This is an optimization exercise on Yosys and OpenROAD, whose aim is small area, not a production implementation.
The RTL was checked by simulation tests, not by an equivalence proof against the original design.
Power figures rest on the tool's default switching activity, not on a simulated workload.

==> inputs of run D <==
## Triadic_ALU
module Triadic_ALU
#(
    parameter       WORD_WIDTH                      = 36,
    parameter       ADDR_WIDTH                      = 12,
    parameter       S_WRITE_ADDR                    = 3072,
    parameter       S_RAMSTYLE                      = "",
    parameter       S_READ_NEW_DATA                 = 0,
    parameter       THREAD_COUNT                    = 8,
    parameter       THREAD_COUNT_WIDTH              = 3,
    parameter       WRITE_RETIME_STAGES             = 3
)
(
    input   wire                                    clock,
    input   wire                                    IO_Ready,
    input   wire                                    Cancel,
    input   wire    [ADDR_WIDTH-1:0]                DB,          
    input   wire    [20-1:0]   control,     
    input   wire    [WORD_WIDTH-1:0]                A,           
    input   wire    [WORD_WIDTH-1:0]                B,           
    output  wire    [WORD_WIDTH-1:0]                Ra,          
    output  wire    [WORD_WIDTH-1:0]                Rb,          
    output  wire                                    carry_out,   
    output  wire                                    overflow     
);
==> module Triadic_ALU, before the edit <==
module Triadic_ALU
#(
    parameter       WORD_WIDTH                      = 36,
    parameter       ADDR_WIDTH                      = 12,
    parameter       S_WRITE_ADDR                    = 3072,
    parameter       S_RAMSTYLE                      = "",
    parameter       S_READ_NEW_DATA                 = 0,
    parameter       THREAD_COUNT                    = 8,
    parameter       THREAD_COUNT_WIDTH              = 3,
    parameter       WRITE_RETIME_STAGES             = 3
)
(
    input   wire                                    clock,
    input   wire                                    IO_Ready,
    input   wire                                    Cancel,
    input   wire    [ADDR_WIDTH-1:0]                DB,          
    input   wire    [20-1:0]   control,     
    input   wire    [WORD_WIDTH-1:0]                A,           
    input   wire    [WORD_WIDTH-1:0]                B,           
    output  wire    [WORD_WIDTH-1:0]                Ra,          
    output  wire    [WORD_WIDTH-1:0]                Rb,          
    output  wire                                    carry_out,   
    output  wire                                    overflow     
);
    localparam W = WORD_WIDTH;
    wire [1:0]  R_selector   = control[1:0];
    wire [3:0]  dyadic_1     = control[5:2];
    wire [3:0]  dyadic_2     = control[9:6];
    wire        triadic_dual = control[10];
    wire [1:0]  add_sub      = control[12:11];
    wire [3:0]  dyadic_3     = control[16:13];
    wire [1:0]  shift        = control[18:17];
    wire        split        = control[19];
    reg [8*W-1:0]   Ra_line;     
    reg [7*W-1:0]   Rb_line;     
    reg [7:0]       pred_line;   
    reg [8*W-1:0]   S_ring;      
    reg [2:0]       S_addr_hit;  
    reg [2:0]       S_wren;      
    wire [W-1:0] R          = Ra_line[8*W-1:7*W];
    wire         R_zero     = ~|R;
    wire         R_negative = R[W-1];
    wire [W-1:0] S          = S_ring[8*W-1:7*W];
    reg [W-1:0] X;
    always @(*) begin
        case (R_selector)
            2'd0:      X = R;
            2'd1: X = {W{R_zero}};
            2'd2:  X = {W{R_negative}};
            default:        X = S;
        endcase
    end
    reg [W-1:0] D1, D2, T1, T2, D3;
    integer i;
    always @(*) begin
        for (i = 0; i < W; i = i + 1) begin
            D1[i] = dyadic_1[{A[i], B[i]}];
            D2[i] = dyadic_2[{A[i], B[i]}];
        end
        T1 = (D2 & X) | (D1 & ~X);
        T2 = (D2 & (X ^ {W{triadic_dual}})) | (D1 & ~(X ^ {W{triadic_dual}}));
    end
    wire [W-1:0] A_signed = A ^ {W{add_sub[0]}};
    wire [W-1:0] B_signed = B ^ {W{add_sub[1]}};
    wire [W:0]   sum_full = A_signed + B_signed + add_sub[0] + add_sub[1];
    wire [W-1:0] sum      = sum_full[W-1:0];
    wire         co       = sum_full[W];
    wire         ov       = A_signed[W-1] ^ B_signed[W-1] ^ sum[W-1] ^ co;
    always @(*) begin
        for (i = 0; i < W; i = i + 1) begin
            D3[i] = dyadic_3[{T2[i], sum[i]}];
        end
    end
    reg [W-1:0] D3_shifted;
    always @(*) begin
        case (shift)
            2'd0:         D3_shifted = D3;
            2'd1:        D3_shifted = {1'b0, D3[W-1:1]};
            2'd2: D3_shifted = {D3[W-1], D3[W-1:1]};
            default:             D3_shifted = {D3[W-2:0], 1'b0};
        endcase
    end
    wire [W-1:0] Ra_new = split ? T1 : D3_shifted;
    wire [W-1:0] Rb_new = D3_shifted;
    always @(posedge clock) begin
        Ra_line    <= {Ra_line[7*W-1:0], Ra_new};
        Rb_line    <= {Rb_line[6*W-1:0], Rb_new};
        pred_line  <= {pred_line[5:0], co, ov};
        S_addr_hit <= {S_addr_hit[1:0], DB == S_WRITE_ADDR[ADDR_WIDTH-1:0]};
        S_wren     <= {S_wren[1:0], S_addr_hit[2] & IO_Ready & ~Cancel};
        S_ring     <= {S_ring[7*W-1:0], S_wren[2] ? Rb_line[7*W-1:6*W] : S};
    end
    assign Ra                   = Ra_line[4*W-1:3*W];
    assign Rb                   = Rb_line[4*W-1:3*W];
    assign {carry_out,overflow} = pred_line[7:6];
endmodule
make LEC_CHECK=0 CAP_MARGIN=20 CORE_MARGIN=2 CORE_UTILIZATION=40 SLEW_MARGIN=20 finish   # period 3.7 ns
run.sh (not shown) runs the stock make flow with config.mk's settings and CLKGATE_MAP_FILE= SYNTH_SCRIPT=/design/flow/synth_recipe.tcl, a recipe that flattens the netlist after the stock synthesis.
==> inputs of run G, as changes to run D <==
--- a/flow/design.v
+++ b/flow/design.v
@@ -776,13 +776,13 @@
     wire [3:0]  dyadic_3     = control[16:13];
     wire [1:0]  shift        = control[18:17];
     wire        split        = control[19];
-    reg [8*W-1:0]   Ra_line;     
-    reg [7*W-1:0]   Rb_line;     
+    reg [7*W-1:0]   Ra_line;     
+    reg [6*W-1:0]   Rb_line;     
     reg [7:0]       pred_line;   
     reg [8*W-1:0]   S_ring;      
     reg [2:0]       S_addr_hit;  
     reg [2:0]       S_wren;      
-    wire [W-1:0] R          = Ra_line[8*W-1:7*W];
+    wire [W-1:0] R          = Ra_line[7*W-1:6*W];
     wire         R_zero     = ~|R;
     wire         R_negative = R[W-1];
     wire [W-1:0] S          = S_ring[8*W-1:7*W];
@@ -816,26 +816,32 @@
             D3[i] = dyadic_3[{T2[i], sum[i]}];
         end
     end
-    reg [W-1:0] D3_shifted;
+    reg [W-1:0] Ra_1, Rb_1;
+    reg [1:0]   shift_1;
+    reg         split_1;
+    reg [W-1:0] Rb_shifted;
     always @(*) begin
-        case (shift)
-            2'd0:         D3_shifted = D3;
-            2'd1:        D3_shifted = {1'b0, D3[W-1:1]};
-            2'd2: D3_shifted = {D3[W-1], D3[W-1:1]};
-            default:             D3_shifted = {D3[W-2:0], 1'b0};
+        case (shift_1)
+            2'd0:         Rb_shifted = Rb_1;
+            2'd1:        Rb_shifted = {1'b0, Rb_1[W-1:1]};
+            2'd2: Rb_shifted = {Rb_1[W-1], Rb_1[W-1:1]};
+            default:             Rb_shifted = {Rb_1[W-2:0], 1'b0};
         endcase
     end
-    wire [W-1:0] Ra_new = split ? T1 : D3_shifted;
-    wire [W-1:0] Rb_new = D3_shifted;
+    wire [W-1:0] Ra_2 = split_1 ? Ra_1 : Rb_shifted;
     always @(posedge clock) begin
-        Ra_line    <= {Ra_line[7*W-1:0], Ra_new};
-        Rb_line    <= {Rb_line[6*W-1:0], Rb_new};
+        Ra_1       <= T1;
+        Rb_1       <= D3;
+        shift_1    <= shift;
+        split_1    <= split;
+        Ra_line    <= {Ra_line[6*W-1:0], Ra_2};
+        Rb_line    <= {Rb_line[5*W-1:0], Rb_shifted};
         pred_line  <= {pred_line[5:0], co, ov};
         S_addr_hit <= {S_addr_hit[1:0], DB == S_WRITE_ADDR[ADDR_WIDTH-1:0]};
         S_wren     <= {S_wren[1:0], S_addr_hit[2] & IO_Ready & ~Cancel};
-        S_ring     <= {S_ring[7*W-1:0], S_wren[2] ? Rb_line[7*W-1:6*W] : S};
+        S_ring     <= {S_ring[7*W-1:0], S_wren[2] ? Rb_line[6*W-1:5*W] : S};
     end
-    assign Ra                   = Ra_line[4*W-1:3*W];
-    assign Rb                   = Rb_line[4*W-1:3*W];
+    assign Ra                   = Ra_line[3*W-1:2*W];
+    assign Rb                   = Rb_line[3*W-1:2*W];
     assign {carry_out,overflow} = pred_line[7:6];
 endmodule
==> flow/flow/run.sh (new file) <==
#!/bin/bash
# The standard layout (standard.sh) with these changes:
#  - after the standard synthesis, the combinational cells are mapped again by
#    ABC for area (flip-flops, their names and the ports are kept as they are);
#  - input and output ports buffered with buf_1 instead of the default delay cell;
#  - clock tree synthesis without dummy loads and with larger sink clusters.
# Logs: make_synth.log, remap.log and make.log here; each ORFS step in orfs/logs.
set -euo pipefail
source flow/knobs.sh
R=orfs/results/sky130hd/Triadic_ALU/base
bash standard.sh synth > make_synth.log 2>&1
cp $R/1_2_yosys.v $R/1_2_yosys_standard.v
yosys -l remap.log -s flow/remap.ys > /dev/null 2>&1
mv $R/1_2_yosys_remap.v $R/1_2_yosys.v
rm -f $R/1_synth.odb $R/1_synth.sdc
bash standard.sh > make.log 2>&1
==> flow/flow/knobs.sh (new file) <==
export BUFFER_PORTS_ARGS="-buffer_cell sky130_fd_sc_hd__buf_1"
export CTS_ARGS="-sink_clustering_enable -repair_clock_nets -dont_use_dummy_load -sink_clustering_size 16 -sink_clustering_max_diameter 60 -buf_list sky130_fd_sc_hd__clkbuf_8"
export GLOBAL_PLACEMENT_ARGS="-keep_resize_below_overflow 0"
==> flow/flow/remap.abc (new file) <==
&get -n
&st
&synch2
&nf
&put
==> flow/flow/remap.ys (new file) <==
# Map the standard synthesis's combinational logic again, for area. The
# flip-flop cells stay as they are (kept as submodules, then blackboxed), so
# their instance names, cell types and connections do not change.
read_liberty -ignore_miss_func /OpenROAD-flow-scripts/flow/platforms/sky130hd/lib/sky130_fd_sc_hd__tt_025C_1v80.lib
read_verilog orfs/results/sky130hd/Triadic_ALU/base/1_2_yosys_standard.v
hierarchy -top Triadic_ALU
setattr -mod -set keep_hierarchy 1 sky130_fd_sc_hd__df*
flatten
opt_clean
abc -script flow/remap.abc -liberty /OpenROAD-flow-scripts/flow/platforms/sky130hd/lib/sky130_fd_sc_hd__tt_025C_1v80.lib -dont_use sky130_fd_sc_hd__probe_p_8 -dont_use sky130_fd_sc_hd__probec_p_8 -dont_use sky130_fd_sc_hd__lpflow_bleeder_1 -dont_use sky130_fd_sc_hd__lpflow_clkbufkapwr_1 -dont_use sky130_fd_sc_hd__lpflow_clkbufkapwr_16 -dont_use sky130_fd_sc_hd__lpflow_clkbufkapwr_2 -dont_use sky130_fd_sc_hd__lpflow_clkbufkapwr_4 -dont_use sky130_fd_sc_hd__lpflow_clkbufkapwr_8 -dont_use sky130_fd_sc_hd__lpflow_clkinvkapwr_1 -dont_use sky130_fd_sc_hd__lpflow_clkinvkapwr_16 -dont_use sky130_fd_sc_hd__lpflow_clkinvkapwr_2 -dont_use sky130_fd_sc_hd__lpflow_clkinvkapwr_4 -dont_use sky130_fd_sc_hd__lpflow_clkinvkapwr_8 -dont_use sky130_fd_sc_hd__lpflow_decapkapwr_12 -dont_use sky130_fd_sc_hd__lpflow_decapkapwr_3 -dont_use sky130_fd_sc_hd__lpflow_decapkapwr_4 -dont_use sky130_fd_sc_hd__lpflow_decapkapwr_6 -dont_use sky130_fd_sc_hd__lpflow_decapkapwr_8 -dont_use sky130_fd_sc_hd__lpflow_inputiso0n_1 -dont_use sky130_fd_sc_hd__lpflow_inputiso0p_1 -dont_use sky130_fd_sc_hd__lpflow_inputiso1n_1 -dont_use sky130_fd_sc_hd__lpflow_inputiso1p_1 -dont_use sky130_fd_sc_hd__lpflow_inputisolatch_1 -dont_use sky130_fd_sc_hd__lpflow_isobufsrc_1 -dont_use sky130_fd_sc_hd__lpflow_isobufsrc_16 -dont_use sky130_fd_sc_hd__lpflow_isobufsrc_2 -dont_use sky130_fd_sc_hd__lpflow_isobufsrc_4 -dont_use sky130_fd_sc_hd__lpflow_isobufsrc_8 -dont_use sky130_fd_sc_hd__lpflow_isobufsrckapwr_16 -dont_use sky130_fd_sc_hd__lpflow_lsbuf_lh_hl_isowell_tap_1 -dont_use sky130_fd_sc_hd__lpflow_lsbuf_lh_hl_isowell_tap_2 -dont_use sky130_fd_sc_hd__lpflow_lsbuf_lh_hl_isowell_tap_4 -dont_use sky130_fd_sc_hd__lpflow_lsbuf_lh_isowell_4 -dont_use sky130_fd_sc_hd__lpflow_lsbuf_lh_isowell_tap_1 -dont_use sky130_fd_sc_hd__lpflow_lsbuf_lh_isowell_tap_2 -dont_use sky130_fd_sc_hd__lpflow_lsbuf_lh_isowell_tap_4
opt_clean -purge
hilomap -singleton -hicell sky130_fd_sc_hd__conb_1 HI -locell sky130_fd_sc_hd__conb_1 LO
blackbox sky130_fd_sc_hd__*
stat -liberty /OpenROAD-flow-scripts/flow/platforms/sky130hd/lib/sky130_fd_sc_hd__tt_025C_1v80.lib
write_verilog -noattr -noexpr -nohex -nodec orfs/results/sky130hd/Triadic_ALU/base/1_2_yosys_remap.v
==> flow/standard.sh (new file) <==
#!/bin/bash
# synth_recipe.tcl (not shown) runs the flow's synth.tcl, then flattens the netlist and writes it again
# the make line also repeats each setting of config.mk as NAME=value (left out here)
make -C /OpenROAD-flow-scripts/flow DESIGN_CONFIG=/design/flow/config.mk WORK_HOME=/design/flow/orfs CLKGATE_MAP_FILE= SYNTH_SCRIPT=/design/flow/synth_recipe.tcl "${@:-finish}"
- SETUP_SLACK_MARGIN: default -> 0.05
removed: flow/run.sh
==> inputs of run R, as changes to run D <==
--- a/flow/design.v
+++ b/flow/design.v
@@ -776,13 +776,13 @@
     wire [3:0]  dyadic_3     = control[16:13];
     wire [1:0]  shift        = control[18:17];
     wire        split        = control[19];
-    reg [8*W-1:0]   Ra_line;     
-    reg [7*W-1:0]   Rb_line;     
+    reg [7*W-1:0]   Ra_line;     
+    reg [6*W-1:0]   Rb_line;     
     reg [7:0]       pred_line;   
     reg [8*W-1:0]   S_ring;      
     reg [2:0]       S_addr_hit;  
     reg [2:0]       S_wren;      
-    wire [W-1:0] R          = Ra_line[8*W-1:7*W];
+    wire [W-1:0] R          = Ra_line[7*W-1:6*W];
     wire         R_zero     = ~|R;
     wire         R_negative = R[W-1];
     wire [W-1:0] S          = S_ring[8*W-1:7*W];
@@ -816,26 +816,32 @@
             D3[i] = dyadic_3[{T2[i], sum[i]}];
         end
     end
-    reg [W-1:0] D3_shifted;
+    reg [W-1:0] Ra_1, Rb_1;
+    reg [1:0]   shift_1;
+    reg         split_1;
+    reg [W-1:0] Rb_shifted;
     always @(*) begin
-        case (shift)
-            2'd0:         D3_shifted = D3;
-            2'd1:        D3_shifted = {1'b0, D3[W-1:1]};
-            2'd2: D3_shifted = {D3[W-1], D3[W-1:1]};
-            default:             D3_shifted = {D3[W-2:0], 1'b0};
+        case (shift_1)
+            2'd0:         Rb_shifted = Rb_1;
+            2'd1:        Rb_shifted = {1'b0, Rb_1[W-1:1]};
+            2'd2: Rb_shifted = {Rb_1[W-1], Rb_1[W-1:1]};
+            default:             Rb_shifted = {Rb_1[W-2:0], 1'b0};
         endcase
     end
-    wire [W-1:0] Ra_new = split ? T1 : D3_shifted;
-    wire [W-1:0] Rb_new = D3_shifted;
+    wire [W-1:0] Ra_2 = split_1 ? Ra_1 : Rb_shifted;
     always @(posedge clock) begin
-        Ra_line    <= {Ra_line[7*W-1:0], Ra_new};
-        Rb_line    <= {Rb_line[6*W-1:0], Rb_new};
+        Ra_1       <= T1;
+        Rb_1       <= D3;
+        shift_1    <= shift;
+        split_1    <= split;
+        Ra_line    <= {Ra_line[6*W-1:0], Ra_2};
+        Rb_line    <= {Rb_line[5*W-1:0], Rb_shifted};
         pred_line  <= {pred_line[5:0], co, ov};
         S_addr_hit <= {S_addr_hit[1:0], DB == S_WRITE_ADDR[ADDR_WIDTH-1:0]};
         S_wren     <= {S_wren[1:0], S_addr_hit[2] & IO_Ready & ~Cancel};
-        S_ring     <= {S_ring[7*W-1:0], S_wren[2] ? Rb_line[7*W-1:6*W] : S};
+        S_ring     <= {S_ring[7*W-1:0], S_wren[2] ? Rb_line[6*W-1:5*W] : S};
     end
-    assign Ra                   = Ra_line[4*W-1:3*W];
-    assign Rb                   = Rb_line[4*W-1:3*W];
+    assign Ra                   = Ra_line[3*W-1:2*W];
+    assign Rb                   = Rb_line[3*W-1:2*W];
     assign {carry_out,overflow} = pred_line[7:6];
 endmodule
==> flow/flow/run.sh (new file) <==
#!/bin/bash
# The standard layout (standard.sh) with these changes, set through ORFS's
# own variables: input and output ports buffered with buf_1 instead of the
# default delay cell, and clock tree synthesis without dummy loads and with
# larger sink clusters. Each tool's output goes to orfs/logs; make's own output
# goes to make.log here.
set -euo pipefail
source flow/knobs.sh
bash standard.sh > make.log 2>&1
==> flow/flow/knobs.sh (new file) <==
export BUFFER_PORTS_ARGS="-buffer_cell sky130_fd_sc_hd__buf_1"
export CTS_ARGS="-sink_clustering_enable -repair_clock_nets -dont_use_dummy_load -sink_clustering_size 32 -sink_clustering_max_diameter 100"
==> flow/standard.sh (new file) <==
#!/bin/bash
# synth_recipe.tcl (not shown) runs the flow's synth.tcl, then flattens the netlist and writes it again
# the make line also repeats each setting of config.mk as NAME=value (left out here)
make -C /OpenROAD-flow-scripts/flow DESIGN_CONFIG=/design/flow/config.mk WORK_HOME=/design/flow/orfs CLKGATE_MAP_FILE= SYNTH_SCRIPT=/design/flow/synth_recipe.tcl "${@:-finish}"
- CORE_UTILIZATION: 40 -> 60
- PLACE_DENSITY: default -> 0.75
removed: flow/run.sh
==> summary.txt <==
Outcome
  • Status: complete, but fails checks
  • Layout Check Fails: negative setup slack

Yosys
  • Synth async-reset ratio: 0
  • Post-Synth Adder-Cell Area: 0.0326

STA
  • Setup ws final: -0.152 ns
  • # setup viols final: 27

Route
  • Max layer used: met4

Power
  • Cell leakage power: 15.6 nW
  • P_clk: 7.57 mW
[end of results for run D]
==> summary.txt <==
Outcome
  • Status: timing/DRC/antenna clean

Power
  • Cell leakage power: 11.3 nW
  • Comb pwr share: 0.175

STA
  • # setup viols final: 0
  • Setup ws final: 0.127 ns

Route
  • Max layer used: met5

Final layout
  • Sequential share of cell area: 0.579
[end of results for run G]
==> summary.txt <==
Outcome
  • Status: timing/DRC/antenna clean

STA
  • # setup viols final: 0
  • Max Clk Rate: 0.275 GHz
  • Worst Tran Pin Value: 1.04 ns
  • Setup ws final: 0.0676 ns

Yosys
  • Post-Synth Adder-Cell Area: 0.0337
  • Synth async-reset ratio: 0
  • Post-Synth Simple-Gate Area: 0.0589

Route
  • Max layer used: met5

Power
  • Cell leakage power: 12.7 nW
  • P_clk: 4.15 mW
[end of results for run R]

==> port drivers added, routing unchanged <==
Ports are ideal in the flow. The routed layouts listed here were re-timed in OpenROAD.
Step 1 (the two cells are an assumption about what drives the block):
set clk [get_ports {clock}]
set_driving_cell -lib_cell sky130_fd_sc_hd__clkbuf_16 $clk
set_driving_cell -lib_cell sky130_fd_sc_hd__buf_2 [delete_from_list [all_inputs] $clk]
Step 2 moves the port delays by t, midway between the first and last clock arrival at a register: inputs arrive t later, outputs are due t later. That takes back most of the time a late clock gives input paths.
Slacks: ideal / step 1 / step 2; pairs: ideal / step 1.
run	shift t [ns]	setup WS [ns]	worst setup path after step 2
run D	0.656	-0.152 / -0.184 / -0.840	input to register
run G	0.700	0.127 / 0.126 / -0.501	input to register
run R	0.603	0.068 / 0.099 / -0.503	input to register
With both steps, setup timing fails in run G and run R, where it was met with ideal ports. For run D, which loses most, drivers alone change the setup slack by -0.032 ns; drivers and shift together by -0.688 ns.
